Background: an optimization exercise with open tools, aiming at small area and a short achievable clock period. Do not read the settings as production practice.
Function was not checked in any run shown here: the RTL went through the layout flow alone.
Power and IR drop assume default switching activity.

==> flow/design.v <==
module mac_unit #(
    parameter AW = 16,
    parameter BW = 16,
    parameter ACCW = 40,
    parameter SIGNED = 0
)(
    input  wire clk,
    input  wire rst_n,
    input  wire en,
    input  wire valid_in,
    input  wire [AW-1:0] a,
    input  wire [BW-1:0] b,
    output reg  valid_out,
    output reg  [ACCW-1:0] acc_out
);
  reg [60:0] pr;
  reg valid_reg;
  wire p1;
  wire p2;
  wire p3;
  wire p4;
  wire p5;
  wire p6;
  wire p7;
  wire p8;
  wire p9;
  wire p10;
  wire p11;
  wire p12;
  wire p13;
  wire p14;
  wire p15;
  wire p16;
  wire p17;
  wire p18;
  wire p19;
  wire p20;
  wire p21;
  wire p22;
  wire p23;
  wire p24;
  wire p25;
  wire p26;
  wire p27;
  wire p28;
  wire p29;
  wire p30;
  wire p31;
  wire p32;
  wire p33;
  wire p34;
  wire p35;
  wire p36;
  wire p37;
  wire p38;
  wire p39;
  wire p40;
  wire p41;
  wire p42;
  wire p43;
  wire p44;
  wire p45;
  wire p46;
  wire p47;
  wire p48;
  wire p49;
  wire p50;
  wire p51;
  wire p52;
  wire p53;
  wire p54;
  wire p55;
  wire p56;
  wire p57;
  wire p58;
  wire p59;
  wire p60;
  wire p61;
  wire p62;
  wire p63;
  wire p64;
  wire p65;
  wire p66;
  wire p67;
  wire p68;
  wire p69;
  wire p70;
  wire p71;
  wire p72;
  wire p73;
  wire p74;
  wire p75;
  wire p76;
  wire p77;
  wire p78;
  wire p79;
  wire p80;
  wire p81;
  wire p82;
  wire p83;
  wire p84;
  wire p85;
  wire p86;
  wire p87;
  wire p88;
  wire p89;
  wire p90;
  wire p91;
  wire p92;
  wire p93;
  wire p94;
  wire p95;
  wire p96;
  wire p97;
  wire p98;
  wire p99;
  wire p100;
  wire p101;
  wire p102;
  wire p103;
  wire p104;
  wire p105;
  wire p106;
  wire p107;
  wire p108;
  wire p109;
  wire p110;
  wire p111;
  wire p112;
  wire p113;
  wire p114;
  wire p115;
  wire p116;
  wire p117;
  wire p118;
  wire p119;
  wire p120;
  wire p121;
  wire p122;
  wire p123;
  wire p124;
  wire p125;
  wire p126;
  wire p127;
  wire p128;
  wire p129;
  wire p130;
  wire p131;
  wire p132;
  wire p133;
  wire p134;
  wire p135;
  wire p136;
  wire p137;
  wire p138;
  wire p139;
  wire p140;
  wire p141;
  wire p142;
  wire p143;
  wire p144;
  wire p145;
  wire p146;
  wire p147;
  wire p148;
  wire p149;
  wire p150;
  wire p151;
  wire p152;
  wire p153;
  wire p154;
  wire p155;
  wire p156;
  wire p157;
  wire p158;
  wire p159;
  wire p160;
  wire p161;
  wire p162;
  wire p163;
  wire p164;
  wire p165;
  wire p166;
  wire p167;
  wire p168;
  wire p169;
  wire p170;
  wire p171;
  wire p172;
  wire p173;
  wire p174;
  wire p175;
  wire p176;
  wire p177;
  wire p178;
  wire p179;
  wire p180;
  wire p181;
  wire p182;
  wire p183;
  wire p184;
  wire p185;
  wire p186;
  wire p187;
  wire p188;
  wire p189;
  wire p190;
  wire p191;
  wire p192;
  wire p193;
  wire p194;
  wire p195;
  wire p196;
  wire p197;
  wire p198;
  wire p199;
  wire p200;
  wire p201;
  wire p202;
  wire p203;
  wire p204;
  wire p205;
  wire p206;
  wire p207;
  wire p208;
  wire p209;
  wire p210;
  wire p211;
  wire p212;
  wire p213;
  wire p214;
  wire p215;
  wire p216;
  wire p217;
  wire p218;
  wire p219;
  wire p220;
  wire p221;
  wire p222;
  wire p223;
  wire p224;
  wire p225;
  wire p226;
  wire p227;
  wire p228;
  wire p229;
  wire p230;
  wire p231;
  wire p232;
  wire p233;
  wire p234;
  wire p235;
  wire p236;
  wire p237;
  wire p238;
  wire p239;
  wire p240;
  wire p241;
  wire p242;
  wire p243;
  wire p244;
  wire p245;
  wire p246;
  wire p247;
  wire p248;
  wire p249;
  wire p250;
  wire p251;
  wire p252;
  wire p253;
  wire p254;
  wire p255;
  wire p256;
  wire s257;
  wire c258;
  wire s259;
  wire c260;
  wire s261;
  wire c262;
  wire s263;
  wire c264;
  wire s265;
  wire c266;
  wire s267;
  wire c268;
  wire s269;
  wire c270;
  wire s271;
  wire c272;
  wire s273;
  wire c274;
  wire s275;
  wire c276;
  wire s277;
  wire c278;
  wire s279;
  wire c280;
  wire s281;
  wire c282;
  wire s283;
  wire c284;
  wire s285;
  wire c286;
  wire s287;
  wire c288;
  wire s289;
  wire c290;
  wire s291;
  wire c292;
  wire s293;
  wire c294;
  wire s295;
  wire c296;
  wire s297;
  wire c298;
  wire s299;
  wire c300;
  wire s301;
  wire c302;
  wire s303;
  wire c304;
  wire s305;
  wire c306;
  wire s307;
  wire c308;
  wire s309;
  wire c310;
  wire s311;
  wire c312;
  wire s313;
  wire c314;
  wire s315;
  wire c316;
  wire s317;
  wire c318;
  wire s319;
  wire c320;
  wire s321;
  wire c322;
  wire s323;
  wire c324;
  wire s325;
  wire c326;
  wire s327;
  wire c328;
  wire s329;
  wire c330;
  wire s331;
  wire c332;
  wire s333;
  wire c334;
  wire s335;
  wire c336;
  wire s337;
  wire c338;
  wire s339;
  wire c340;
  wire s341;
  wire c342;
  wire s343;
  wire c344;
  wire s345;
  wire c346;
  wire s347;
  wire c348;
  wire s349;
  wire c350;
  wire s351;
  wire c352;
  wire s353;
  wire c354;
  wire s355;
  wire c356;
  wire s357;
  wire c358;
  wire s359;
  wire c360;
  wire s361;
  wire c362;
  wire s363;
  wire c364;
  wire s365;
  wire c366;
  wire s367;
  wire c368;
  wire s369;
  wire c370;
  wire s371;
  wire c372;
  wire s373;
  wire c374;
  wire s375;
  wire c376;
  wire s377;
  wire c378;
  wire s379;
  wire c380;
  wire s381;
  wire c382;
  wire s383;
  wire c384;
  wire s385;
  wire c386;
  wire s387;
  wire c388;
  wire s389;
  wire c390;
  wire s391;
  wire c392;
  wire s393;
  wire c394;
  wire s395;
  wire c396;
  wire s397;
  wire c398;
  wire s399;
  wire c400;
  wire s401;
  wire c402;
  wire s403;
  wire c404;
  wire s405;
  wire c406;
  wire s407;
  wire c408;
  wire s409;
  wire c410;
  wire s411;
  wire c412;
  wire s413;
  wire c414;
  wire s415;
  wire c416;
  wire s417;
  wire c418;
  wire s419;
  wire c420;
  wire s421;
  wire c422;
  wire s423;
  wire c424;
  wire s425;
  wire c426;
  wire s427;
  wire c428;
  wire s429;
  wire c430;
  wire s431;
  wire c432;
  wire s433;
  wire c434;
  wire s435;
  wire c436;
  wire s437;
  wire c438;
  wire s439;
  wire c440;
  wire s441;
  wire c442;
  wire s443;
  wire c444;
  wire s445;
  wire c446;
  wire s447;
  wire c448;
  wire s449;
  wire c450;
  wire s451;
  wire c452;
  wire s453;
  wire c454;
  wire s455;
  wire c456;
  wire s457;
  wire c458;
  wire s459;
  wire c460;
  wire s461;
  wire c462;
  wire s463;
  wire c464;
  wire s465;
  wire c466;
  wire s467;
  wire c468;
  wire s469;
  wire c470;
  wire s471;
  wire c472;
  wire s473;
  wire c474;
  wire s475;
  wire c476;
  wire s477;
  wire c478;
  wire s479;
  wire c480;
  wire s481;
  wire c482;
  wire s483;
  wire c484;
  wire s485;
  wire c486;
  wire s487;
  wire c488;
  wire s489;
  wire c490;
  wire s491;
  wire c492;
  wire s493;
  wire c494;
  wire s495;
  wire c496;
  wire s497;
  wire c498;
  wire s499;
  wire c500;
  wire s501;
  wire c502;
  wire s503;
  wire c504;
  wire s505;
  wire c506;
  wire s507;
  wire c508;
  wire s509;
  wire c510;
  wire s511;
  wire c512;
  wire s513;
  wire c514;
  wire s515;
  wire c516;
  wire s517;
  wire c518;
  wire s519;
  wire c520;
  wire s521;
  wire c522;
  wire s523;
  wire c524;
  wire s525;
  wire c526;
  wire s527;
  wire c528;
  wire s529;
  wire c530;
  wire s531;
  wire c532;
  wire s533;
  wire c534;
  wire s535;
  wire c536;
  wire s537;
  wire c538;
  wire s539;
  wire c540;
  wire s541;
  wire c542;
  wire s543;
  wire c544;
  wire s545;
  wire c546;
  wire s547;
  wire c548;
  wire s549;
  wire c550;
  wire s551;
  wire c552;
  wire s553;
  wire c554;
  wire s555;
  wire c556;
  wire s557;
  wire c558;
  wire s559;
  wire c560;
  wire s561;
  wire c562;
  wire s563;
  wire c564;
  wire s565;
  wire c566;
  wire s567;
  wire c568;
  wire s569;
  wire c570;
  wire s571;
  wire c572;
  wire s573;
  wire c574;
  wire s575;
  wire c576;
  wire s577;
  wire c578;
  wire s579;
  wire c580;
  wire s581;
  wire c582;
  wire s583;
  wire c584;
  wire s585;
  wire c586;
  wire s587;
  wire c588;
  wire s589;
  wire c590;
  wire s591;
  wire c592;
  wire s593;
  wire c594;
  wire s595;
  wire c596;
  wire s597;
  wire c598;
  wire s599;
  wire c600;
  wire s601;
  wire c602;
  wire s603;
  wire c604;
  wire s605;
  wire c606;
  wire s607;
  wire c608;
  wire s609;
  wire c610;
  wire s611;
  wire c612;
  wire s613;
  wire c614;
  wire s615;
  wire c616;
  wire s617;
  wire c618;
  wire s619;
  wire c620;
  wire s621;
  wire c622;
  wire s623;
  wire c624;
  wire s625;
  wire c626;
  wire s627;
  wire c628;
  wire s629;
  wire c630;
  wire s631;
  wire c632;
  wire s633;
  wire c634;
  wire s635;
  wire c636;
  wire s637;
  wire c638;
  wire s639;
  wire c640;
  wire s641;
  wire c642;
  wire s643;
  wire c644;
  wire s645;
  wire c646;
  wire s647;
  wire c648;
  wire s649;
  wire c650;
  wire s651;
  wire c652;
  wire s653;
  wire c654;
  wire s655;
  wire c656;
  wire s657;
  wire c658;
  wire s659;
  wire c660;
  wire s661;
  wire c662;
  wire s663;
  wire c664;
  wire s665;
  wire c666;
  wire s667;
  wire c668;
  wire s669;
  wire c670;
  wire s671;
  wire c672;
  wire s673;
  wire c674;
  wire s675;
  wire c676;
  wire s677;
  wire c678;
  wire s679;
  wire c680;
  wire s681;
  wire c682;
  wire s683;
  wire c684;
  wire s685;
  wire c686;
  wire s687;
  wire c688;
  wire s689;
  wire c690;
  wire s691;
  wire c692;
  wire s693;
  wire c694;
  wire s695;
  wire c696;
  wire s697;
  wire c698;
  wire s699;
  wire c700;
  wire s701;
  wire c702;
  wire s703;
  wire c704;
  wire s705;
  wire c706;
  wire s707;
  wire c708;
  wire s709;
  wire c710;
  wire s711;
  wire c712;
  wire s713;
  wire c714;
  wire s715;
  wire c716;
  wire s717;
  wire c718;
  wire s719;
  wire c720;
  wire s721;
  wire c722;
  wire s723;
  wire c724;
  wire s725;
  wire c726;
  wire s727;
  wire c728;
  wire s729;
  wire c730;
  wire s731;
  wire c732;
  wire s733;
  wire c734;
  wire s735;
  wire c736;
  assign p1 = a[0] & b[0];
  assign p2 = a[0] & b[1];
  assign p3 = a[0] & b[2];
  assign p4 = a[0] & b[3];
  assign p5 = a[0] & b[4];
  assign p6 = a[0] & b[5];
  assign p7 = a[0] & b[6];
  assign p8 = a[0] & b[7];
  assign p9 = a[0] & b[8];
  assign p10 = a[0] & b[9];
  assign p11 = a[0] & b[10];
  assign p12 = a[0] & b[11];
  assign p13 = a[0] & b[12];
  assign p14 = a[0] & b[13];
  assign p15 = a[0] & b[14];
  assign p16 = a[0] & b[15];
  assign p17 = a[1] & b[0];
  assign p18 = a[1] & b[1];
  assign p19 = a[1] & b[2];
  assign p20 = a[1] & b[3];
  assign p21 = a[1] & b[4];
  assign p22 = a[1] & b[5];
  assign p23 = a[1] & b[6];
  assign p24 = a[1] & b[7];
  assign p25 = a[1] & b[8];
  assign p26 = a[1] & b[9];
  assign p27 = a[1] & b[10];
  assign p28 = a[1] & b[11];
  assign p29 = a[1] & b[12];
  assign p30 = a[1] & b[13];
  assign p31 = a[1] & b[14];
  assign p32 = a[1] & b[15];
  assign p33 = a[2] & b[0];
  assign p34 = a[2] & b[1];
  assign p35 = a[2] & b[2];
  assign p36 = a[2] & b[3];
  assign p37 = a[2] & b[4];
  assign p38 = a[2] & b[5];
  assign p39 = a[2] & b[6];
  assign p40 = a[2] & b[7];
  assign p41 = a[2] & b[8];
  assign p42 = a[2] & b[9];
  assign p43 = a[2] & b[10];
  assign p44 = a[2] & b[11];
  assign p45 = a[2] & b[12];
  assign p46 = a[2] & b[13];
  assign p47 = a[2] & b[14];
  assign p48 = a[2] & b[15];
  assign p49 = a[3] & b[0];
  assign p50 = a[3] & b[1];
  assign p51 = a[3] & b[2];
  assign p52 = a[3] & b[3];
  assign p53 = a[3] & b[4];
  assign p54 = a[3] & b[5];
  assign p55 = a[3] & b[6];
  assign p56 = a[3] & b[7];
  assign p57 = a[3] & b[8];
  assign p58 = a[3] & b[9];
  assign p59 = a[3] & b[10];
  assign p60 = a[3] & b[11];
  assign p61 = a[3] & b[12];
  assign p62 = a[3] & b[13];
  assign p63 = a[3] & b[14];
  assign p64 = a[3] & b[15];
  assign p65 = a[4] & b[0];
  assign p66 = a[4] & b[1];
  assign p67 = a[4] & b[2];
  assign p68 = a[4] & b[3];
  assign p69 = a[4] & b[4];
  assign p70 = a[4] & b[5];
  assign p71 = a[4] & b[6];
  assign p72 = a[4] & b[7];
  assign p73 = a[4] & b[8];
  assign p74 = a[4] & b[9];
  assign p75 = a[4] & b[10];
  assign p76 = a[4] & b[11];
  assign p77 = a[4] & b[12];
  assign p78 = a[4] & b[13];
  assign p79 = a[4] & b[14];
  assign p80 = a[4] & b[15];
  assign p81 = a[5] & b[0];
  assign p82 = a[5] & b[1];
  assign p83 = a[5] & b[2];
  assign p84 = a[5] & b[3];
  assign p85 = a[5] & b[4];
  assign p86 = a[5] & b[5];
  assign p87 = a[5] & b[6];
  assign p88 = a[5] & b[7];
  assign p89 = a[5] & b[8];
  assign p90 = a[5] & b[9];
  assign p91 = a[5] & b[10];
  assign p92 = a[5] & b[11];
  assign p93 = a[5] & b[12];
  assign p94 = a[5] & b[13];
  assign p95 = a[5] & b[14];
  assign p96 = a[5] & b[15];
  assign p97 = a[6] & b[0];
  assign p98 = a[6] & b[1];
  assign p99 = a[6] & b[2];
  assign p100 = a[6] & b[3];
  assign p101 = a[6] & b[4];
  assign p102 = a[6] & b[5];
  assign p103 = a[6] & b[6];
  assign p104 = a[6] & b[7];
  assign p105 = a[6] & b[8];
  assign p106 = a[6] & b[9];
  assign p107 = a[6] & b[10];
  assign p108 = a[6] & b[11];
  assign p109 = a[6] & b[12];
  assign p110 = a[6] & b[13];
  assign p111 = a[6] & b[14];
  assign p112 = a[6] & b[15];
  assign p113 = a[7] & b[0];
  assign p114 = a[7] & b[1];
  assign p115 = a[7] & b[2];
  assign p116 = a[7] & b[3];
  assign p117 = a[7] & b[4];
  assign p118 = a[7] & b[5];
  assign p119 = a[7] & b[6];
  assign p120 = a[7] & b[7];
  assign p121 = a[7] & b[8];
  assign p122 = a[7] & b[9];
  assign p123 = a[7] & b[10];
  assign p124 = a[7] & b[11];
  assign p125 = a[7] & b[12];
  assign p126 = a[7] & b[13];
  assign p127 = a[7] & b[14];
  assign p128 = a[7] & b[15];
  assign p129 = a[8] & b[0];
  assign p130 = a[8] & b[1];
  assign p131 = a[8] & b[2];
  assign p132 = a[8] & b[3];
  assign p133 = a[8] & b[4];
  assign p134 = a[8] & b[5];
  assign p135 = a[8] & b[6];
  assign p136 = a[8] & b[7];
  assign p137 = a[8] & b[8];
  assign p138 = a[8] & b[9];
  assign p139 = a[8] & b[10];
  assign p140 = a[8] & b[11];
  assign p141 = a[8] & b[12];
  assign p142 = a[8] & b[13];
  assign p143 = a[8] & b[14];
  assign p144 = a[8] & b[15];
  assign p145 = a[9] & b[0];
  assign p146 = a[9] & b[1];
  assign p147 = a[9] & b[2];
  assign p148 = a[9] & b[3];
  assign p149 = a[9] & b[4];
  assign p150 = a[9] & b[5];
  assign p151 = a[9] & b[6];
  assign p152 = a[9] & b[7];
  assign p153 = a[9] & b[8];
  assign p154 = a[9] & b[9];
  assign p155 = a[9] & b[10];
  assign p156 = a[9] & b[11];
  assign p157 = a[9] & b[12];
  assign p158 = a[9] & b[13];
  assign p159 = a[9] & b[14];
  assign p160 = a[9] & b[15];
  assign p161 = a[10] & b[0];
  assign p162 = a[10] & b[1];
  assign p163 = a[10] & b[2];
  assign p164 = a[10] & b[3];
  assign p165 = a[10] & b[4];
  assign p166 = a[10] & b[5];
  assign p167 = a[10] & b[6];
  assign p168 = a[10] & b[7];
  assign p169 = a[10] & b[8];
  assign p170 = a[10] & b[9];
  assign p171 = a[10] & b[10];
  assign p172 = a[10] & b[11];
  assign p173 = a[10] & b[12];
  assign p174 = a[10] & b[13];
  assign p175 = a[10] & b[14];
  assign p176 = a[10] & b[15];
  assign p177 = a[11] & b[0];
  assign p178 = a[11] & b[1];
  assign p179 = a[11] & b[2];
  assign p180 = a[11] & b[3];
  assign p181 = a[11] & b[4];
  assign p182 = a[11] & b[5];
  assign p183 = a[11] & b[6];
  assign p184 = a[11] & b[7];
  assign p185 = a[11] & b[8];
  assign p186 = a[11] & b[9];
  assign p187 = a[11] & b[10];
  assign p188 = a[11] & b[11];
  assign p189 = a[11] & b[12];
  assign p190 = a[11] & b[13];
  assign p191 = a[11] & b[14];
  assign p192 = a[11] & b[15];
  assign p193 = a[12] & b[0];
  assign p194 = a[12] & b[1];
  assign p195 = a[12] & b[2];
  assign p196 = a[12] & b[3];
  assign p197 = a[12] & b[4];
  assign p198 = a[12] & b[5];
  assign p199 = a[12] & b[6];
  assign p200 = a[12] & b[7];
  assign p201 = a[12] & b[8];
  assign p202 = a[12] & b[9];
  assign p203 = a[12] & b[10];
  assign p204 = a[12] & b[11];
  assign p205 = a[12] & b[12];
  assign p206 = a[12] & b[13];
  assign p207 = a[12] & b[14];
  assign p208 = a[12] & b[15];
  assign p209 = a[13] & b[0];
  assign p210 = a[13] & b[1];
  assign p211 = a[13] & b[2];
  assign p212 = a[13] & b[3];
  assign p213 = a[13] & b[4];
  assign p214 = a[13] & b[5];
  assign p215 = a[13] & b[6];
  assign p216 = a[13] & b[7];
  assign p217 = a[13] & b[8];
  assign p218 = a[13] & b[9];
  assign p219 = a[13] & b[10];
  assign p220 = a[13] & b[11];
  assign p221 = a[13] & b[12];
  assign p222 = a[13] & b[13];
  assign p223 = a[13] & b[14];
  assign p224 = a[13] & b[15];
  assign p225 = a[14] & b[0];
  assign p226 = a[14] & b[1];
  assign p227 = a[14] & b[2];
  assign p228 = a[14] & b[3];
  assign p229 = a[14] & b[4];
  assign p230 = a[14] & b[5];
  assign p231 = a[14] & b[6];
  assign p232 = a[14] & b[7];
  assign p233 = a[14] & b[8];
  assign p234 = a[14] & b[9];
  assign p235 = a[14] & b[10];
  assign p236 = a[14] & b[11];
  assign p237 = a[14] & b[12];
  assign p238 = a[14] & b[13];
  assign p239 = a[14] & b[14];
  assign p240 = a[14] & b[15];
  assign p241 = a[15] & b[0];
  assign p242 = a[15] & b[1];
  assign p243 = a[15] & b[2];
  assign p244 = a[15] & b[3];
  assign p245 = a[15] & b[4];
  assign p246 = a[15] & b[5];
  assign p247 = a[15] & b[6];
  assign p248 = a[15] & b[7];
  assign p249 = a[15] & b[8];
  assign p250 = a[15] & b[9];
  assign p251 = a[15] & b[10];
  assign p252 = a[15] & b[11];
  assign p253 = a[15] & b[12];
  assign p254 = a[15] & b[13];
  assign p255 = a[15] & b[14];
  assign p256 = a[15] & b[15];
  mac_ha ha1 (.a(p104), .b(p119), .s(s257), .co(c258));
  mac_fa fa1 (.a(p105), .b(p120), .ci(p135), .s(s259), .co(c260));
  mac_ha ha2 (.a(p15), .b(p150), .s(s261), .co(c262));
  mac_fa fa2 (.a(p106), .b(p121), .ci(p136), .s(s263), .co(c264));
  mac_fa fa3 (.a(p151), .b(p16), .ci(p166), .s(s265), .co(c266));
  mac_ha ha3 (.a(p181), .b(p196), .s(s267), .co(c268));
  mac_fa fa4 (.a(p107), .b(p122), .ci(p137), .s(s269), .co(c270));
  mac_fa fa5 (.a(p152), .b(p167), .ci(p182), .s(s271), .co(c272));
  mac_ha ha4 (.a(p197), .b(p212), .s(s273), .co(c274));
  mac_fa fa6 (.a(p108), .b(p123), .ci(p138), .s(s275), .co(c276));
  mac_fa fa7 (.a(p153), .b(p168), .ci(p183), .s(s277), .co(c278));
  mac_fa fa8 (.a(p109), .b(p124), .ci(p139), .s(s279), .co(c280));
  mac_ha ha5 (.a(p10), .b(p100), .s(s281), .co(c282));
  mac_fa fa9 (.a(p101), .b(p11), .ci(p116), .s(s283), .co(c284));
  mac_ha ha6 (.a(p131), .b(p146), .s(s285), .co(c286));
  mac_fa fa10 (.a(p102), .b(p117), .ci(p12), .s(s287), .co(c288));
  mac_fa fa11 (.a(p132), .b(p147), .ci(p162), .s(s289), .co(c290));
  mac_ha ha7 (.a(p177), .b(p27), .s(s291), .co(c292));
  mac_fa fa12 (.a(p103), .b(p118), .ci(p13), .s(s293), .co(c294));
  mac_fa fa13 (.a(p133), .b(p148), .ci(p163), .s(s295), .co(c296));
  mac_fa fa14 (.a(p178), .b(p193), .ci(p28), .s(s297), .co(c298));
  mac_ha ha8 (.a(p43), .b(p58), .s(s299), .co(c300));
  mac_fa fa15 (.a(p134), .b(p14), .ci(p149), .s(s301), .co(c302));
  mac_fa fa16 (.a(p164), .b(p179), .ci(p194), .s(s303), .co(c304));
  mac_fa fa17 (.a(p209), .b(p29), .ci(p44), .s(s305), .co(c306));
  mac_fa fa18 (.a(p59), .b(p74), .ci(p89), .s(s307), .co(c308));
  mac_fa fa19 (.a(p165), .b(p180), .ci(p195), .s(s309), .co(c310));
  mac_fa fa20 (.a(p210), .b(p225), .ci(p30), .s(s311), .co(c312));
  mac_fa fa21 (.a(p45), .b(p60), .ci(p75), .s(s313), .co(c314));
  mac_fa fa22 (.a(p90), .b(c258), .ci(s261), .s(s315), .co(c316));
  mac_fa fa23 (.a(p211), .b(p226), .ci(p241), .s(s317), .co(c318));
  mac_fa fa24 (.a(p31), .b(p46), .ci(p61), .s(s319), .co(c320));
  mac_fa fa25 (.a(p76), .b(p91), .ci(c262), .s(s321), .co(c322));
  mac_fa fa26 (.a(s267), .b(c260), .ci(s263), .s(s323), .co(c324));
  mac_fa fa27 (.a(p227), .b(p242), .ci(p32), .s(s325), .co(c326));
  mac_fa fa28 (.a(p47), .b(p62), .ci(p77), .s(s327), .co(c328));
  mac_fa fa29 (.a(p92), .b(c268), .ci(s273), .s(s329), .co(c330));
  mac_fa fa30 (.a(c264), .b(c266), .ci(s269), .s(s331), .co(c332));
  mac_fa fa31 (.a(p198), .b(p213), .ci(p228), .s(s333), .co(c334));
  mac_fa fa32 (.a(p243), .b(p48), .ci(p63), .s(s335), .co(c336));
  mac_fa fa33 (.a(p78), .b(p93), .ci(c274), .s(s337), .co(c338));
  mac_fa fa34 (.a(c270), .b(c272), .ci(s275), .s(s339), .co(c340));
  mac_fa fa35 (.a(p154), .b(p169), .ci(p184), .s(s341), .co(c342));
  mac_fa fa36 (.a(p199), .b(p214), .ci(p229), .s(s343), .co(c344));
  mac_fa fa37 (.a(p244), .b(p64), .ci(p79), .s(s345), .co(c346));
  mac_fa fa38 (.a(p94), .b(c276), .ci(c278), .s(s347), .co(c348));
  mac_fa fa39 (.a(p110), .b(p125), .ci(p140), .s(s349), .co(c350));
  mac_fa fa40 (.a(p155), .b(p170), .ci(p185), .s(s351), .co(c352));
  mac_fa fa41 (.a(p200), .b(p215), .ci(p230), .s(s353), .co(c354));
  mac_fa fa42 (.a(p245), .b(p80), .ci(p95), .s(s355), .co(c356));
  mac_fa fa43 (.a(p111), .b(p126), .ci(p141), .s(s357), .co(c358));
  mac_fa fa44 (.a(p156), .b(p171), .ci(p186), .s(s359), .co(c360));
  mac_fa fa45 (.a(p201), .b(p216), .ci(p231), .s(s361), .co(c362));
  mac_fa fa46 (.a(p112), .b(p127), .ci(p142), .s(s363), .co(c364));
  mac_fa fa47 (.a(p157), .b(p172), .ci(p187), .s(s365), .co(c366));
  mac_fa fa48 (.a(p128), .b(p143), .ci(p158), .s(s367), .co(c368));
  mac_ha ha9 (.a(p22), .b(p37), .s(s369), .co(c370));
  mac_fa fa49 (.a(p113), .b(p23), .ci(p38), .s(s371), .co(c372));
  mac_ha ha10 (.a(p53), .b(p68), .s(s373), .co(c374));
  mac_fa fa50 (.a(p114), .b(p129), .ci(p24), .s(s375), .co(c376));
  mac_fa fa51 (.a(p39), .b(p54), .ci(p69), .s(s377), .co(c378));
  mac_ha ha11 (.a(p84), .b(p9), .s(s379), .co(c380));
  mac_fa fa52 (.a(p115), .b(p130), .ci(p145), .s(s381), .co(c382));
  mac_fa fa53 (.a(p25), .b(p40), .ci(p55), .s(s383), .co(c384));
  mac_fa fa54 (.a(p70), .b(p85), .ci(s281), .s(s385), .co(c386));
  mac_fa fa55 (.a(p161), .b(p26), .ci(p41), .s(s387), .co(c388));
  mac_fa fa56 (.a(p56), .b(p71), .ci(p86), .s(s389), .co(c390));
  mac_fa fa57 (.a(c282), .b(s285), .ci(s283), .s(s391), .co(c392));
  mac_fa fa58 (.a(p42), .b(p57), .ci(p72), .s(s393), .co(c394));
  mac_fa fa59 (.a(p87), .b(c286), .ci(s291), .s(s395), .co(c396));
  mac_fa fa60 (.a(c284), .b(s287), .ci(s289), .s(s397), .co(c398));
  mac_fa fa61 (.a(p73), .b(p88), .ci(c292), .s(s399), .co(c400));
  mac_fa fa62 (.a(s299), .b(c288), .ci(c290), .s(s401), .co(c402));
  mac_fa fa63 (.a(s293), .b(s295), .ci(s297), .s(s403), .co(c404));
  mac_fa fa64 (.a(c300), .b(s257), .ci(c294), .s(s405), .co(c406));
  mac_fa fa65 (.a(c296), .b(c298), .ci(s301), .s(s407), .co(c408));
  mac_fa fa66 (.a(s303), .b(s305), .ci(s307), .s(s409), .co(c410));
  mac_fa fa67 (.a(c302), .b(c304), .ci(c306), .s(s411), .co(c412));
  mac_fa fa68 (.a(c308), .b(s259), .ci(s309), .s(s413), .co(c414));
  mac_fa fa69 (.a(s311), .b(s313), .ci(s315), .s(s415), .co(c416));
  mac_fa fa70 (.a(c310), .b(c312), .ci(c314), .s(s417), .co(c418));
  mac_fa fa71 (.a(s265), .b(s317), .ci(s319), .s(s419), .co(c420));
  mac_fa fa72 (.a(c316), .b(s321), .ci(s323), .s(s421), .co(c422));
  mac_fa fa73 (.a(c318), .b(c320), .ci(s271), .s(s423), .co(c424));
  mac_fa fa74 (.a(s325), .b(s327), .ci(c322), .s(s425), .co(c426));
  mac_fa fa75 (.a(s329), .b(c324), .ci(s331), .s(s427), .co(c428));
  mac_fa fa76 (.a(c326), .b(c328), .ci(s277), .s(s429), .co(c430));
  mac_fa fa77 (.a(s333), .b(s335), .ci(c330), .s(s431), .co(c432));
  mac_fa fa78 (.a(s337), .b(c332), .ci(s339), .s(s433), .co(c434));
  mac_fa fa79 (.a(c334), .b(c336), .ci(s279), .s(s435), .co(c436));
  mac_fa fa80 (.a(s341), .b(s343), .ci(s345), .s(s437), .co(c438));
  mac_fa fa81 (.a(c338), .b(c340), .ci(s347), .s(s439), .co(c440));
  mac_fa fa82 (.a(c280), .b(c342), .ci(c344), .s(s441), .co(c442));
  mac_fa fa83 (.a(c346), .b(s349), .ci(s351), .s(s443), .co(c444));
  mac_fa fa84 (.a(s353), .b(s355), .ci(c348), .s(s445), .co(c446));
  mac_fa fa85 (.a(p246), .b(p96), .ci(c350), .s(s447), .co(c448));
  mac_fa fa86 (.a(c352), .b(c354), .ci(c356), .s(s449), .co(c450));
  mac_fa fa87 (.a(s357), .b(s359), .ci(s361), .s(s451), .co(c452));
  mac_fa fa88 (.a(p202), .b(p217), .ci(p232), .s(s453), .co(c454));
  mac_fa fa89 (.a(p247), .b(c358), .ci(c360), .s(s455), .co(c456));
  mac_fa fa90 (.a(c362), .b(s363), .ci(s365), .s(s457), .co(c458));
  mac_fa fa91 (.a(p173), .b(p188), .ci(p203), .s(s459), .co(c460));
  mac_fa fa92 (.a(p218), .b(p233), .ci(p248), .s(s461), .co(c462));
  mac_fa fa93 (.a(c364), .b(c366), .ci(s367), .s(s463), .co(c464));
  mac_fa fa94 (.a(p144), .b(p159), .ci(p174), .s(s465), .co(c466));
  mac_fa fa95 (.a(p189), .b(p204), .ci(p219), .s(s467), .co(c468));
  mac_fa fa96 (.a(p234), .b(p249), .ci(c368), .s(s469), .co(c470));
  mac_fa fa97 (.a(p160), .b(p175), .ci(p190), .s(s471), .co(c472));
  mac_fa fa98 (.a(p205), .b(p220), .ci(p235), .s(s473), .co(c474));
  mac_fa fa99 (.a(p176), .b(p191), .ci(p206), .s(s475), .co(c476));
  mac_ha ha12 (.a(p20), .b(p35), .s(s477), .co(c478));
  mac_fa fa100 (.a(p21), .b(p36), .ci(p51), .s(s479), .co(c480));
  mac_ha ha13 (.a(p6), .b(p66), .s(s481), .co(c482));
  mac_fa fa101 (.a(p52), .b(p67), .ci(p7), .s(s483), .co(c484));
  mac_fa fa102 (.a(p82), .b(p97), .ci(s369), .s(s485), .co(c486));
  mac_fa fa103 (.a(p8), .b(p83), .ci(p98), .s(s487), .co(c488));
  mac_fa fa104 (.a(c370), .b(s373), .ci(s371), .s(s489), .co(c490));
  mac_fa fa105 (.a(p99), .b(c374), .ci(s379), .s(s491), .co(c492));
  mac_fa fa106 (.a(c372), .b(s375), .ci(s377), .s(s493), .co(c494));
  mac_fa fa107 (.a(c380), .b(c376), .ci(c378), .s(s495), .co(c496));
  mac_fa fa108 (.a(s381), .b(s383), .ci(s385), .s(s497), .co(c498));
  mac_fa fa109 (.a(c382), .b(c384), .ci(s387), .s(s499), .co(c500));
  mac_fa fa110 (.a(s389), .b(c386), .ci(s391), .s(s501), .co(c502));
  mac_fa fa111 (.a(c388), .b(c390), .ci(s393), .s(s503), .co(c504));
  mac_fa fa112 (.a(s395), .b(c392), .ci(s397), .s(s505), .co(c506));
  mac_fa fa113 (.a(c394), .b(c396), .ci(s399), .s(s507), .co(c508));
  mac_fa fa114 (.a(c398), .b(s401), .ci(s403), .s(s509), .co(c510));
  mac_fa fa115 (.a(c400), .b(c402), .ci(c404), .s(s511), .co(c512));
  mac_fa fa116 (.a(s405), .b(s407), .ci(s409), .s(s513), .co(c514));
  mac_fa fa117 (.a(c406), .b(c408), .ci(c410), .s(s515), .co(c516));
  mac_fa fa118 (.a(s411), .b(s413), .ci(s415), .s(s517), .co(c518));
  mac_fa fa119 (.a(c412), .b(c414), .ci(s417), .s(s519), .co(c520));
  mac_fa fa120 (.a(s419), .b(c416), .ci(s421), .s(s521), .co(c522));
  mac_fa fa121 (.a(c418), .b(c420), .ci(s423), .s(s523), .co(c524));
  mac_fa fa122 (.a(s425), .b(c422), .ci(s427), .s(s525), .co(c526));
  mac_fa fa123 (.a(c424), .b(s429), .ci(c426), .s(s527), .co(c528));
  mac_fa fa124 (.a(s431), .b(c428), .ci(s433), .s(s529), .co(c530));
  mac_fa fa125 (.a(c430), .b(s435), .ci(s437), .s(s531), .co(c532));
  mac_fa fa126 (.a(c432), .b(c434), .ci(s439), .s(s533), .co(c534));
  mac_fa fa127 (.a(c436), .b(c438), .ci(s441), .s(s535), .co(c536));
  mac_fa fa128 (.a(s443), .b(c440), .ci(s445), .s(s537), .co(c538));
  mac_fa fa129 (.a(c442), .b(c444), .ci(s447), .s(s539), .co(c540));
  mac_fa fa130 (.a(s449), .b(s451), .ci(c446), .s(s541), .co(c542));
  mac_fa fa131 (.a(s453), .b(c448), .ci(c450), .s(s543), .co(c544));
  mac_fa fa132 (.a(c452), .b(s455), .ci(s457), .s(s545), .co(c546));
  mac_fa fa133 (.a(c454), .b(s459), .ci(s461), .s(s547), .co(c548));
  mac_fa fa134 (.a(c456), .b(c458), .ci(s463), .s(s549), .co(c550));
  mac_fa fa135 (.a(c460), .b(c462), .ci(s465), .s(s551), .co(c552));
  mac_fa fa136 (.a(s467), .b(c464), .ci(s469), .s(s553), .co(c554));
  mac_fa fa137 (.a(p250), .b(c466), .ci(c468), .s(s555), .co(c556));
  mac_fa fa138 (.a(s471), .b(s473), .ci(c470), .s(s557), .co(c558));
  mac_fa fa139 (.a(p221), .b(p236), .ci(p251), .s(s559), .co(c560));
  mac_fa fa140 (.a(c472), .b(c474), .ci(s475), .s(s561), .co(c562));
  mac_fa fa141 (.a(p192), .b(p207), .ci(p222), .s(s563), .co(c564));
  mac_fa fa142 (.a(p237), .b(p252), .ci(c476), .s(s565), .co(c566));
  mac_fa fa143 (.a(p208), .b(p223), .ci(p238), .s(s567), .co(c568));
  mac_ha ha14 (.a(p19), .b(p34), .s(s569), .co(c570));
  mac_fa fa144 (.a(p5), .b(p50), .ci(p65), .s(s571), .co(c572));
  mac_fa fa145 (.a(p81), .b(c478), .ci(s481), .s(s573), .co(c574));
  mac_fa fa146 (.a(c482), .b(c480), .ci(s483), .s(s575), .co(c576));
  mac_fa fa147 (.a(c484), .b(s487), .ci(c486), .s(s577), .co(c578));
  mac_fa fa148 (.a(c488), .b(s491), .ci(c490), .s(s579), .co(c580));
  mac_fa fa149 (.a(c492), .b(c494), .ci(s495), .s(s581), .co(c582));
  mac_fa fa150 (.a(c496), .b(s499), .ci(c498), .s(s583), .co(c584));
  mac_fa fa151 (.a(c500), .b(s503), .ci(c502), .s(s585), .co(c586));
  mac_fa fa152 (.a(c504), .b(s507), .ci(c506), .s(s587), .co(c588));
  mac_fa fa153 (.a(c508), .b(c510), .ci(s511), .s(s589), .co(c590));
  mac_fa fa154 (.a(c512), .b(c514), .ci(s515), .s(s591), .co(c592));
  mac_fa fa155 (.a(c516), .b(s519), .ci(c518), .s(s593), .co(c594));
  mac_fa fa156 (.a(c520), .b(s523), .ci(c522), .s(s595), .co(c596));
  mac_fa fa157 (.a(c524), .b(s527), .ci(c526), .s(s597), .co(c598));
  mac_fa fa158 (.a(s531), .b(c528), .ci(c530), .s(s599), .co(c600));
  mac_fa fa159 (.a(c532), .b(s535), .ci(c534), .s(s601), .co(c602));
  mac_fa fa160 (.a(c536), .b(s539), .ci(c538), .s(s603), .co(c604));
  mac_fa fa161 (.a(c540), .b(s543), .ci(s545), .s(s605), .co(c606));
  mac_fa fa162 (.a(s547), .b(c544), .ci(c546), .s(s607), .co(c608));
  mac_fa fa163 (.a(c548), .b(s551), .ci(c550), .s(s609), .co(c610));
  mac_fa fa164 (.a(c552), .b(s555), .ci(c554), .s(s611), .co(c612));
  mac_fa fa165 (.a(s559), .b(c556), .ci(s561), .s(s613), .co(c614));
  mac_fa fa166 (.a(c560), .b(s563), .ci(c562), .s(s615), .co(c616));
  mac_fa fa167 (.a(p253), .b(c564), .ci(s567), .s(s617), .co(c618));
  mac_fa fa168 (.a(p224), .b(p239), .ci(p254), .s(s619), .co(c620));
  mac_ha ha15 (.a(p18), .b(p3), .s(s621), .co(c622));
  mac_fa fa169 (.a(p4), .b(p49), .ci(s569), .s(s623), .co(c624));
  mac_fa fa170 (.a(c570), .b(s477), .ci(s571), .s(s625), .co(c626));
  mac_fa fa171 (.a(c572), .b(s479), .ci(s573), .s(s627), .co(c628));
  mac_fa fa172 (.a(c574), .b(s485), .ci(s575), .s(s629), .co(c630));
  mac_fa fa173 (.a(c576), .b(s489), .ci(s577), .s(s631), .co(c632));
  mac_fa fa174 (.a(s493), .b(c578), .ci(s579), .s(s633), .co(c634));
  mac_fa fa175 (.a(s497), .b(c580), .ci(s581), .s(s635), .co(c636));
  mac_fa fa176 (.a(c582), .b(s501), .ci(s583), .s(s637), .co(c638));
  mac_fa fa177 (.a(s505), .b(c584), .ci(s585), .s(s639), .co(c640));
  mac_fa fa178 (.a(s509), .b(c586), .ci(s587), .s(s641), .co(c642));
  mac_fa fa179 (.a(s513), .b(c588), .ci(s589), .s(s643), .co(c644));
  mac_fa fa180 (.a(s517), .b(c590), .ci(s591), .s(s645), .co(c646));
  mac_fa fa181 (.a(c592), .b(s521), .ci(s593), .s(s647), .co(c648));
  mac_fa fa182 (.a(s525), .b(c594), .ci(s595), .s(s649), .co(c650));
  mac_fa fa183 (.a(s529), .b(c596), .ci(s597), .s(s651), .co(c652));
  mac_fa fa184 (.a(s533), .b(c598), .ci(s599), .s(s653), .co(c654));
  mac_fa fa185 (.a(s537), .b(s601), .ci(c600), .s(s655), .co(c656));
  mac_fa fa186 (.a(s541), .b(c602), .ci(s603), .s(s657), .co(c658));
  mac_fa fa187 (.a(c542), .b(s605), .ci(c604), .s(s659), .co(c660));
  mac_fa fa188 (.a(s549), .b(c606), .ci(s607), .s(s661), .co(c662));
  mac_fa fa189 (.a(s553), .b(c608), .ci(s609), .s(s663), .co(c664));
  mac_fa fa190 (.a(s557), .b(c610), .ci(s611), .s(s665), .co(c666));
  mac_fa fa191 (.a(c558), .b(s613), .ci(c612), .s(s667), .co(c668));
  mac_fa fa192 (.a(s565), .b(c614), .ci(s615), .s(s669), .co(c670));
  mac_fa fa193 (.a(c566), .b(s617), .ci(c616), .s(s671), .co(c672));
  mac_fa fa194 (.a(c568), .b(s619), .ci(c618), .s(s673), .co(c674));
  mac_fa fa195 (.a(p240), .b(p255), .ci(c620), .s(s675), .co(c676));
  mac_ha ha16 (.a(acc_out[1]), .b(pr[1]), .s(s677), .co(c678));
  mac_fa fa196 (.a(acc_out[2]), .b(pr[3]), .ci(pr[4]), .s(s679), .co(c680));
  mac_fa fa197 (.a(acc_out[3]), .b(pr[5]), .ci(pr[6]), .s(s681), .co(c682));
  mac_fa fa198 (.a(acc_out[4]), .b(pr[7]), .ci(pr[8]), .s(s683), .co(c684));
  mac_fa fa199 (.a(acc_out[5]), .b(pr[10]), .ci(pr[9]), .s(s685), .co(c686));
  mac_fa fa200 (.a(acc_out[6]), .b(pr[11]), .ci(pr[12]), .s(s687), .co(c688));
  mac_fa fa201 (.a(acc_out[7]), .b(pr[13]), .ci(pr[14]), .s(s689), .co(c690));
  mac_fa fa202 (.a(acc_out[8]), .b(pr[15]), .ci(pr[16]), .s(s691), .co(c692));
  mac_fa fa203 (.a(acc_out[9]), .b(pr[17]), .ci(pr[18]), .s(s693), .co(c694));
  mac_fa fa204 (.a(acc_out[10]), .b(pr[19]), .ci(pr[20]), .s(s695), .co(c696));
  mac_fa fa205 (.a(acc_out[11]), .b(pr[21]), .ci(pr[22]), .s(s697), .co(c698));
  mac_fa fa206 (.a(acc_out[12]), .b(pr[23]), .ci(pr[24]), .s(s699), .co(c700));
  mac_fa fa207 (.a(acc_out[13]), .b(pr[25]), .ci(pr[26]), .s(s701), .co(c702));
  mac_fa fa208 (.a(acc_out[14]), .b(pr[27]), .ci(pr[28]), .s(s703), .co(c704));
  mac_fa fa209 (.a(acc_out[15]), .b(pr[29]), .ci(pr[30]), .s(s705), .co(c706));
  mac_fa fa210 (.a(acc_out[16]), .b(pr[31]), .ci(pr[32]), .s(s707), .co(c708));
  mac_fa fa211 (.a(acc_out[17]), .b(pr[33]), .ci(pr[34]), .s(s709), .co(c710));
  mac_fa fa212 (.a(acc_out[18]), .b(pr[35]), .ci(pr[36]), .s(s711), .co(c712));
  mac_fa fa213 (.a(acc_out[19]), .b(pr[37]), .ci(pr[38]), .s(s713), .co(c714));
  mac_fa fa214 (.a(acc_out[20]), .b(pr[39]), .ci(pr[40]), .s(s715), .co(c716));
  mac_fa fa215 (.a(acc_out[21]), .b(pr[41]), .ci(pr[42]), .s(s717), .co(c718));
  mac_fa fa216 (.a(acc_out[22]), .b(pr[43]), .ci(pr[44]), .s(s719), .co(c720));
  mac_fa fa217 (.a(acc_out[23]), .b(pr[45]), .ci(pr[46]), .s(s721), .co(c722));
  mac_fa fa218 (.a(acc_out[24]), .b(pr[47]), .ci(pr[48]), .s(s723), .co(c724));
  mac_fa fa219 (.a(acc_out[25]), .b(pr[49]), .ci(pr[50]), .s(s725), .co(c726));
  mac_fa fa220 (.a(acc_out[26]), .b(pr[51]), .ci(pr[52]), .s(s727), .co(c728));
  mac_fa fa221 (.a(acc_out[27]), .b(pr[53]), .ci(pr[54]), .s(s729), .co(c730));
  mac_fa fa222 (.a(acc_out[28]), .b(pr[55]), .ci(pr[56]), .s(s731), .co(c732));
  mac_fa fa223 (.a(acc_out[29]), .b(pr[57]), .ci(pr[58]), .s(s733), .co(c734));
  mac_fa fa224 (.a(acc_out[30]), .b(pr[59]), .ci(pr[60]), .s(s735), .co(c736));
  wire [39:0] ra = {acc_out[39], acc_out[38], acc_out[37], acc_out[36], acc_out[35], acc_out[34], acc_out[33], acc_out[32], acc_out[31], c734, c732, c730, c728, c726, c724, c722, c720, c718, c716, c714, c712, c710, c708, c706, c704, c702, c700, c698, c696, c694, c692, c690, c688, c686, c684, c682, c680, c678, pr[2], acc_out[0]};
  wire [39:0] rb = {1'b0, 1'b0, 1'b0, 1'b0, 1'b0, 1'b0, 1'b0, 1'b0, c736, s735, s733, s731, s729, s727, s725, s723, s721, s719, s717, s715, s713, s711, s709, s707, s705, s703, s701, s699, s697, s695, s693, s691, s689, s687, s685, s683, s681, s679, s677, pr[0]};
  wire [39:0] sum = ra + rb;
  always @(posedge clk) begin
    pr <= {c676, p256, c674, s675, c672, s673, s671, c670, c668, s669, s667, c666, c664, s665, s663, c662, c660, s661, s659, c658, c656, s657, s655, c654, s653, c652, s651, c650, s649, c648, s647, c646, s645, c644, s643, c642, s641, c640, s639, c638, s637, c636, s635, c634, s633, c632, s631, c630, s629, c628, s627, c626, s625, c624, s623, c622, s621, p33, p2, p17, p1};
    valid_reg <= valid_in & rst_n;
  end
  always @(posedge clk) begin
    if (!rst_n) begin
      acc_out <= 40'd0;
      valid_out <= 1'b0;
    end else begin
      valid_out <= valid_reg;
      if (en && valid_reg)
        acc_out <= sum;
    end
  end
endmodule
module mac_fa (input wire a, input wire b, input wire ci,
               output wire s, output wire co);
  assign s = a ^ b ^ ci;
  assign co = (a & b) | (a & ci) | (b & ci);
endmodule
module mac_ha (input wire a, input wire b, output wire s, output wire co);
  assign s = a ^ b;
  assign co = a & b;
endmodule
==> flow/run.sh <==
#!/bin/bash
# synth_recipe.tcl (not shown) runs the flow's synth.tcl, then flattens the netlist and writes it again
# the make line also repeats each setting of config.mk as NAME=value (left out here)
make -C /OpenROAD-flow-scripts/flow DESIGN_CONFIG=/design/flow/config.mk WORK_HOME=/design/flow/orfs CLKGATE_MAP_FILE= SYNTH_SCRIPT=/design/flow/synth_recipe.tcl finish
==> flow/config.mk <==
export PLATFORM = sky130hd
export DESIGN_NAME = mac_unit
export DESIGN_NICKNAME = mac_unit
export VERILOG_FILES = /design/flow/design.v
export SDC_FILE = /design/flow/constraint.sdc
export NUM_CORES = 4
export LEC_CHECK = 0
export CAP_MARGIN = 20
export CORE_MARGIN = 2
export CORE_UTILIZATION = 40
export SETUP_SLACK_MARGIN = 4
export SLEW_MARGIN = 20
export SYNTH_HIERARCHICAL = 1
export SYNTH_MINIMUM_KEEP_SIZE = 0
==> flow/constraint.sdc <==
create_clock -name core_clock -period 7.0 [get_ports {clk}]
set_input_delay 1.4000 -clock core_clock [delete_from_list [all_inputs] [get_ports {clk}]]
set_output_delay 1.4000 -clock core_clock [all_outputs]
set_load 0.01 [all_outputs]
==> impl_metrics.toml, run 1 <==
[routing]
drt_iter0_markers = 390
post-route-drc-count = 0
wl_per_cell_um = 19.6
number_of_detailed_routing_iterations_run_before_antenna_repair = 5
drt-vias-per-instance = 5.18
route.final.wire_length_um = 29200
vias = 7716
route.antenna.remaining_nets = 0

[final_layout]
post_layout_utilization_of_the_core = 0.499
num-nets-final = 1416
most_flops_register = "pr"
synthToLayoutAreaGrowth_pct = 23.7
final_layout_size_suffix_gt1_frac = 0.296
largest_registers = "pr x61, acc_out x40"
largest_register_ffs = 61

[logic_synthesis]
synthMostInstantiatedCell = "sky130_fd_sc_hd__and2_1"
ys_seq_area_frac = 0.186
ys_dominant_reg_cell = "sky130_fd_sc_hd__dfxtp_1"
synthArstFlopShare = 0
ys.warnings.count = 7
ys_seq_elements = 103
postSynthCellCount = 1031
synthDistinctLibCells = 60
synth_fp_nets = 1340
main_area_contributors_after_synthesis = "sky130_fd_sc_hd__fa_1 (41%), sky130_fd_sc_hd__dfxtp_1 (19%), sky130_fd_sc_hd__and2_1 (16%), sky130_fd_sc_hd__ha_1 (5.4%), sky130_fd_sc_hd__nand2_1 (2.1%)"
synth_area_um2 = 11100
synth_edf_count = 0
post_synth.cell_area_avg_um2 = 10.8
netlist.top_cell.by_area = "sky130_fd_sc_hd__fa_1"
synth.top_cell.area_share = 0.405
synth.cells.most_frequent = "sky130_fd_sc_hd__and2_1 (286), sky130_fd_sc_hd__fa_1 (225), sky130_fd_sc_hd__dfxtp_1 (103)"

[timing]
setup_viol = 0
maxSlewHeadroom = 0.371
timing.fmax_ghz = 0.233
final_slew_violations = 0
finalHoldViolations = 0
tightestPinTransition_ns = 0.944
timing.setup.tns_ns = 0
share_of_the_clock_period_used_by_the_worst_path = 0.614
final_period_minus_worst_setup_slack_ns = 4.30
rsz_0062_raised_after_global_routing = "true"
timing.clock.skew_ns = 0.00924

[pwr]
power_frac_seq = 0.168
p_per_area_nw_per_um2 = 418
netSwitchingPower_mw = 2.67
ir_worst_vdd_mv = 0.290
p_leak_nw = 5.48
clockPowerShare = 0.086
swShare = 0.464
power_report.internal_total_mw = 3.08
power.share.combinational = 0.747

[critical_path]
crit_top_cell = "sky130_fd_sc_hd__fa_2"
worst-endpoint-required_ns = 7.24
timing.critical_path.fanout_max = 6
crit_family = "adder cells"
cp_cell_sequence = "buf_12, buf_8, and2_4, fa_2, fa_2, fa_2, fa_2, fa_2, fa_2"
worst_path_buffer_plus_inverter_count = 2
worstSetupStartpointType = "input port"
slowest_stage = "sky130_fd_sc_hd__fa_2"
timing.critical_path.from = "b[9]"
max_stage_delay_ns = 0.55
ff2ff_setup_slack_ns = 3.96
rr_startpoint = "acc_out[4]"
worst-endpoint-arrival_ns = 4.54
critPathCaptureType = "flip-flop"
worst-setup-path-type = "input port to flip-flop"

[place]
input_output_buffers = 76
dp_hpwl_um = 21400
place_congestion = 0.826

[clock_tree]
cts_num_sinks = 103
maximum_clock_path_buffer_count = 2
cts_htree_levels = 3
tritoncts_clock_tree = "yes"
path_clk_slew_ns = 0.07
cts_buffers = 9
clk_tree_root_cell = "sky130_fd_sc_hd__clkbuf_16"
holdBufCountCts = 0
worstSkewPairLatency_ns = 0.36

[global_route]
grt_max_degree = 61
globalRoute.totalOverflow = 0
global_route_wire_length_before_repair_um = 45900
antenna_found_initial = 1
globalRouteTotalUtil = 0.209
number_of_global_route_vias_before_repair = 8302

[die]
floorplan.core_area_um2 = 27600
design.die.area_um2 = 29100
chipHeight_um = 171
effective_utilization_at_floorplan = 0.403
pin_count = 77
die_width_um = 171
rows = 61

[flow_run]
drv_cap = 0

[hold_path]
worstHoldStart = "acc_out[2]"
hp-class = "flip-flop to flip-flop"

[status]
result_of_the_run = "finished clean"
[stage by stage]
step / setup WS (ns) / std cells / hold slack [ns] / total power [mW] / cell area, um2
after floorplan: 2.54 / 1031 / 0.448 / 3.53 / 11600
after global placement: 1.64 / 1431 / 0.453 / 4.41 / 12400
after detailed placement: 1.55 / 1431 / 0.485 / 4.45 / 12400
after CTS: 2.67 / 1470 / 0.495 / 5.30 / 13200
after global routing: 2.68 / 1491 / 0.518 / 6.26 / 13700
final: 2.70 / 1491 / 0.487 / 5.75 / 13700
[per-module statistics from Yosys, one instance, submodules excluded]
| module | copies in the design | cells | area (um2) | flops+latches |
|---|---|---|---|---|
| mac_unit | 1 | 791 | 6430 | 103 |
| mac_fa | 224 | 1 | 20.0 | 0 |
| mac_ha | 16 | 1 | 12.5 | 0 |
[layout by cell type (no fill, tap or decap), drive strengths merged, types with 4 or more instances in the layout]
cell type | netlist | routed
o21bai | 7 | 7
nor2b | 5 | 5
a31oi | 6 | 6
or4b | 4 | 4
and3 | 7 | 7
inv | 15 | 19
clkdlybuf4s50 | 0 | 43
xor2 | 10 | 10
buf | 12 | 76
nand2b | 5 | 5
clkbuf | 43 | 10
and2 | 289 | 289
nand4 | 11 | 11
a21boi | 4 | 4
a21oi | 38 | 38
o21ai | 47 | 47
nand2 | 62 | 62
xnor2 | 16 | 16
o211ai | 5 | 5
dfxtp | 103 | 103
a21o | 10 | 10
nor2 | 11 | 11
fa | 225 | 225
ha | 48 | 48
nand3 | 19 | 19
[layout make-up]
cell class,instances,area [um2]
Antenna cell,1,2.50
Clock inverter,7,62.6
Clock buffer,9,225
Timing Repair Buffer,120,1210
Multi-Input combinational cell,858,9630
Sequential cell,103,2090
Inverter,15,56.3
Fill cell,2486,13800
Tap cell,378,473
[cells by family after synthesis]
group,after synthesis,synth area share
buf+inv,70,0.0269
flops,103,0.186
xor+xnor,26,0.0205
mux,2,0.00180
simple gates,421,0.222
compound gates,136,0.0840
fa+ha+maj,273,0.459
[layer usage]
| metal | global-route usage | vias to the layer above | share of wire | wire length (um) |
|---|---|---|---|---|
| li1 | - | 3497 | - | - |
| met1 | 0.271 | 4019 | 0.43 | 12600 |
| met2 | 0.365 | 152 | 0.52 | 15100 |
| met3 | 0.0229 | 48 | 0.027 | 796 |
| met4 | 0.0673 | 0 | 0.025 | 727 |
| met5 | 0 | - | 0 | 0 |
[worst register-to-register path, stage by stage (launching register included)]
cell	delay, ns
sky130_fd_sc_hd__dfxtp_4	0.36
sky130_fd_sc_hd__fa_1	0.52
sky130_fd_sc_hd__ha_4	0.35
sky130_fd_sc_hd__nand3_1	0.10
sky130_fd_sc_hd__nand2_2	0.11
sky130_fd_sc_hd__o211ai_4	0.09
sky130_fd_sc_hd__nand4_1	0.19
sky130_fd_sc_hd__a21oi_2	0.11
sky130_fd_sc_hd__o31ai_4	0.33
sky130_fd_sc_hd__a22oi_2	0.10
sky130_fd_sc_hd__buf_6	0.15
sky130_fd_sc_hd__or4b_1	0.49
sky130_fd_sc_hd__nand2_1	0.07
[repair_timing]
item	CTS	global route
endpoints found under the setup margin	73	66
buffers inserted	23	20
resized for setup	287	98
pin swaps	65	85
[power by group through the flow]
stage               logic, mW  registers, mW  clock network (mW)
floorplan                2.59          0.940                   0
global placement         3.44          0.972                   0
detailed placement       3.47          0.975                   0
CTS                      3.82          0.966               0.510
global route             4.74          0.995               0.531
finish                   4.29          0.965               0.492
[path summary, 6_finish.rpt]
kind / end / depth (start not counted)
max: pr[36] / 9
min: acc_out[2] / 2
max reg2reg: acc_out[33] / 12
min reg2reg: acc_out[2] / 2
==> inputs of run 2 (changes only) <==
--- a/flow/config.mk
+++ b/flow/config.mk
@@ -9,5 +9,5 @@
 export CORE_MARGIN = 2
 export CORE_UTILIZATION = 40
-export SETUP_SLACK_MARGIN = 4
+export SETUP_SLACK_MARGIN = 5
 export SLEW_MARGIN = 20
 export SYNTH_HIERARCHICAL = 1
==> run 2 against run 1 <==
  * Worst hold slack lost 0.0071 ns
  * Core utilization grew 5.7 points
  * Fmax grew 2.9%
  * Combinational power grew 21%
  * Synthesized cell count is the same
  * Synthesized area is the same
  * Largest cell class unchanged
==> impl_metrics.toml, run 2 <==
[logic_synthesis]
synth_edf_count = 0
synthArstFlopShare = 0
synth_xor_area_frac = 0.0205
synth_area_um2 = 11100
area_fraction_in_compound_gates_after_synthesis = 0.0840
ys_dominant_reg_cell = "sky130_fd_sc_hd__dfxtp_1"
postSynthCellCount = 1031
post_synth_and_or_nand_nor_area_fraction = 0.222
synth_fp_nets = 1340
synth_adder_area_share = 0.459
synth.top_cell.area_share = 0.405
ys_seq_area_frac = 0.186
yosys-mux-area-fraction = 0.00180
netlist.top_cell.by_area = "sky130_fd_sc_hd__fa_1"
post_synth.cell_area_avg_um2 = 10.8
synthMostInstantiatedCell = "sky130_fd_sc_hd__and2_1"
synthDistinctLibCells = 60
synth.cells.most_frequent = "sky130_fd_sc_hd__and2_1 (286), sky130_fd_sc_hd__fa_1 (225), sky130_fd_sc_hd__dfxtp_1 (103)"
main_area_contributors_after_synthesis = "sky130_fd_sc_hd__fa_1 (41%), sky130_fd_sc_hd__dfxtp_1 (19%), sky130_fd_sc_hd__and2_1 (16%), sky130_fd_sc_hd__ha_1 (5.4%), sky130_fd_sc_hd__nand2_1 (2.1%)"
ys.warnings.count = 7
ys_seq_elements = 103
combinational_family_with_the_most_area_after_synthesis = "adder cells"

[global_route]
gr-usage-met2 = 0.383
antenna_found_initial = 0
global_route.usage.met1 = 0.333
number_of_global_route_vias_before_repair = 8723
globalRouteTotalUtil = 0.236
grt_busiest_layer = "met2"
global_route_wire_length_before_repair_um = 51200
globalRouteMet3Util = 0.0389
globalRoute.totalOverflow = 0
grt_max_degree = 57

[clock_tree]
clk_tree_root_cell = "sky130_fd_sc_hd__clkbuf_16"
path_clk_slew_ns = 0.08
cts_num_sinks = 103
cts_htree_levels = 3
worstSkewPairLatency_ns = 0.36
holdBufCountCts = 0
tritoncts_clock_tree = "yes"
maximum_clock_path_buffer_count = 2
cts_buffers = 9

[die]
floorplan.core_area_um2 = 27600
design.die.area_um2 = 29100
pin_count = 77
chipHeight_um = 171
effective_utilization_at_floorplan = 0.403
die_width_um = 171
rows = 61

[critical_path]
timing.critical_path.fanout_max = 5
worst-setup-path-type = "input port to flip-flop"
worst-endpoint-arrival_ns = 4.42
critPathCaptureType = "flip-flop"
worst-endpoint-required_ns = 7.24
worstSetupStartpointType = "input port"

[routing]
route.antenna.remaining_nets = 0
post-route-drc-count = 0
wl_per_cell_um = 21.1
drt-vias-per-instance = 5.20
vias = 8201
drt_iter0_markers = 523
number_of_detailed_routing_iterations_run_before_antenna_repair = 5
route.final.wire_length_um = 33300

[final_layout]
num-nets-final = 1504
post_layout_utilization_of_the_core = 0.556
synthToLayoutAreaGrowth_pct = 37.9
final.fill_count = 2327
largest_registers = "pr x61, acc_out x40"
mostFrequentLayoutCells = "sky130_fd_sc_hd__and2_1 (224), sky130_fd_sc_hd__fa_1 (123), sky130_fd_sc_hd__fa_2 (102)"
multiInputGateArea_um2 = 9960
fin_area_um2 = 15300
largest_register_ffs = 61
most_flops_register = "pr"
insertedDiodeCount = 0
layout.cells.most_common = "sky130_fd_sc_hd__and2_1"
register_area_um2 = 2190
final_layout_size_suffix_gt1_frac = 0.451
post_layout_instance_count_excluding_filler_cells = 1578

[timing]
finalHoldViolations = 0
maxSlewHeadroom = 0.538
final_period_minus_worst_setup_slack_ns = 4.18
setup_viol = 0
final_slew_violations = 0
timing.clock.skew_ns = 0.0129
tightestPinTransition_ns = 0.692
timing.setup.tns_ns = 0
share_of_the_clock_period_used_by_the_worst_path = 0.597
timing.fmax_ghz = 0.239
rsz_0062_raised_after_global_routing = "true"

[flow_run]
drv_cap = 0

[place]
place_congestion = 0.859
placedCellCount = 1431
dpl-instance-area_um2 = 12700
dp_hpwl_um = 22800
input_output_buffers = 76

[pwr]
p_leak_nw = 6.29
ir_worst_vdd_mv = 0.295
p_per_area_nw_per_um2 = 435

[status]
result_of_the_run = "finished clean"

[hold_path]
hp-class = "flip-flop to flip-flop"
==> run 2: cell counts after synthesis <==
Identical to the previous run, type by type.
==> run 2: metal layers <==
metal,wire (um),vias up
met1,15000,4266
li1,-,3686
met2,15900,212
met5,0,-
met3,1730,37
met4,570,0
==> run 2: final timing paths <==
path / startpoint / end / slack (ns) / depth (start not counted)
setup / recovery: b[9] / pr[36] / 2.82 / 8
hold / removal: acc_out[39] / acc_out[39] / 0.48 / 2
setup reg to reg: pr[44] / acc_out[29] / 4.01 / 12
hold reg to reg: acc_out[39] / acc_out[39] / 0.48 / 2
==> run 2: per-stage QoR <==
stage / hold WS, ns / worst slack [ns] / total power [mW]
global route: 0.491 / 2.78 / 7.19
finish: 0.480 / 2.82 / 6.66
detailed placement: 0.470 / 1.58 / 4.67
CTS: 0.484 / 2.84 / 6.05
global placement: 0.463 / 1.66 / 4.64
floorplan: 0.479 / 2.54 / 3.82
==> run 2: per-module statistics from Yosys, one instance, submodules excluded <==
module    cells inside  copies in the design  flip-flops and latches  area, um2
mac_unit           791                     1                     103       6430
mac_ha               1                    16                       0       12.5
mac_fa               1                   224                       0       20.0
==> run 2: kinds of logic (layout without fill, tap and decap cells) <==
group                    Yosys count  after routing
AND/OR/NAND/NOR                  421            423
adder cells (fa/ha/maj)          273            273
AO/OA/AOI/OAI                    136            136
flip-flops                       103            103
buffers and inverters             70            237
XOR/XNOR                          26             26
multiplexers                       2              2
==> run 2: cell type report <==
| type | count | area share |
|---|---|---|
| Tap cell | 378 | 0.0309 |
| Inverter | 15 | 0.00368 |
| Clock inverter | 7 | 0.00400 |
| Clock buffer | 9 | 0.0147 |
| Sequential cell | 103 | 0.143 |
| Timing Repair Buffer | 206 | 0.154 |
| Multi-Input combinational cell | 860 | 0.650 |
==> run 2: critical path: stages <==
cell and delay, ns:
sky130_fd_sc_hd__buf_12 0.11, sky130_fd_sc_hd__and2_4 0.15, sky130_fd_sc_hd__fa_2 0.46, sky130_fd_sc_hd__fa_2 0.54, sky130_fd_sc_hd__fa_2 0.44, sky130_fd_sc_hd__fa_2 0.35, sky130_fd_sc_hd__fa_2 0.54, sky130_fd_sc_hd__fa_2 0.42
==> run 2: what timing repair did <==
item / 4_1_cts / 5_1_grt
cloned: 4 / 2
setup endpoints to repair: 142 / 132
gates resized for setup: 664 / 80
buffers inserted: 76 / 49
pin swaps: 83 / 74
==> run 2: report_power, final <==
part / total [mW] / switching, mW / internal, mW
clock network: 0.497 / 0.248 / 0.249
registers: 0.978 / 0.152 / 0.826
logic: 5.19 / 2.60 / 2.59
total: 6.66 / 3.00 / 3.66

separate check: timing with driven ports:
The results above use ideal ports. As a check the final layouts listed here were re-extracted and re-timed, cells and wires unchanged. Step 1 sets driving cells, clkbuf_16 on the clock port and buf_2 on the other inputs (assumed; they add their load-dependent delay and slew). Step 2 also shifts input and output timing later by t, the mid clock arrival at the registers, as if the neighbouring blocks saw the same clock. Slacks: ideal / step 1 / step 2; pairs: ideal / step 1.
run | t (ns) | setup WS [ns] | cell pins on the clock port's net
run 1 | 0.403 | 2.704 / 2.702 / 2.299 | 1
run 2 | 0.394 | 2.823 / 2.786 / 2.392 | 1
After both steps every run listed still meets setup and hold. For run 2, which loses most, drivers alone change the setup slack by -0.037 ns; drivers and shift together by -0.431 ns.
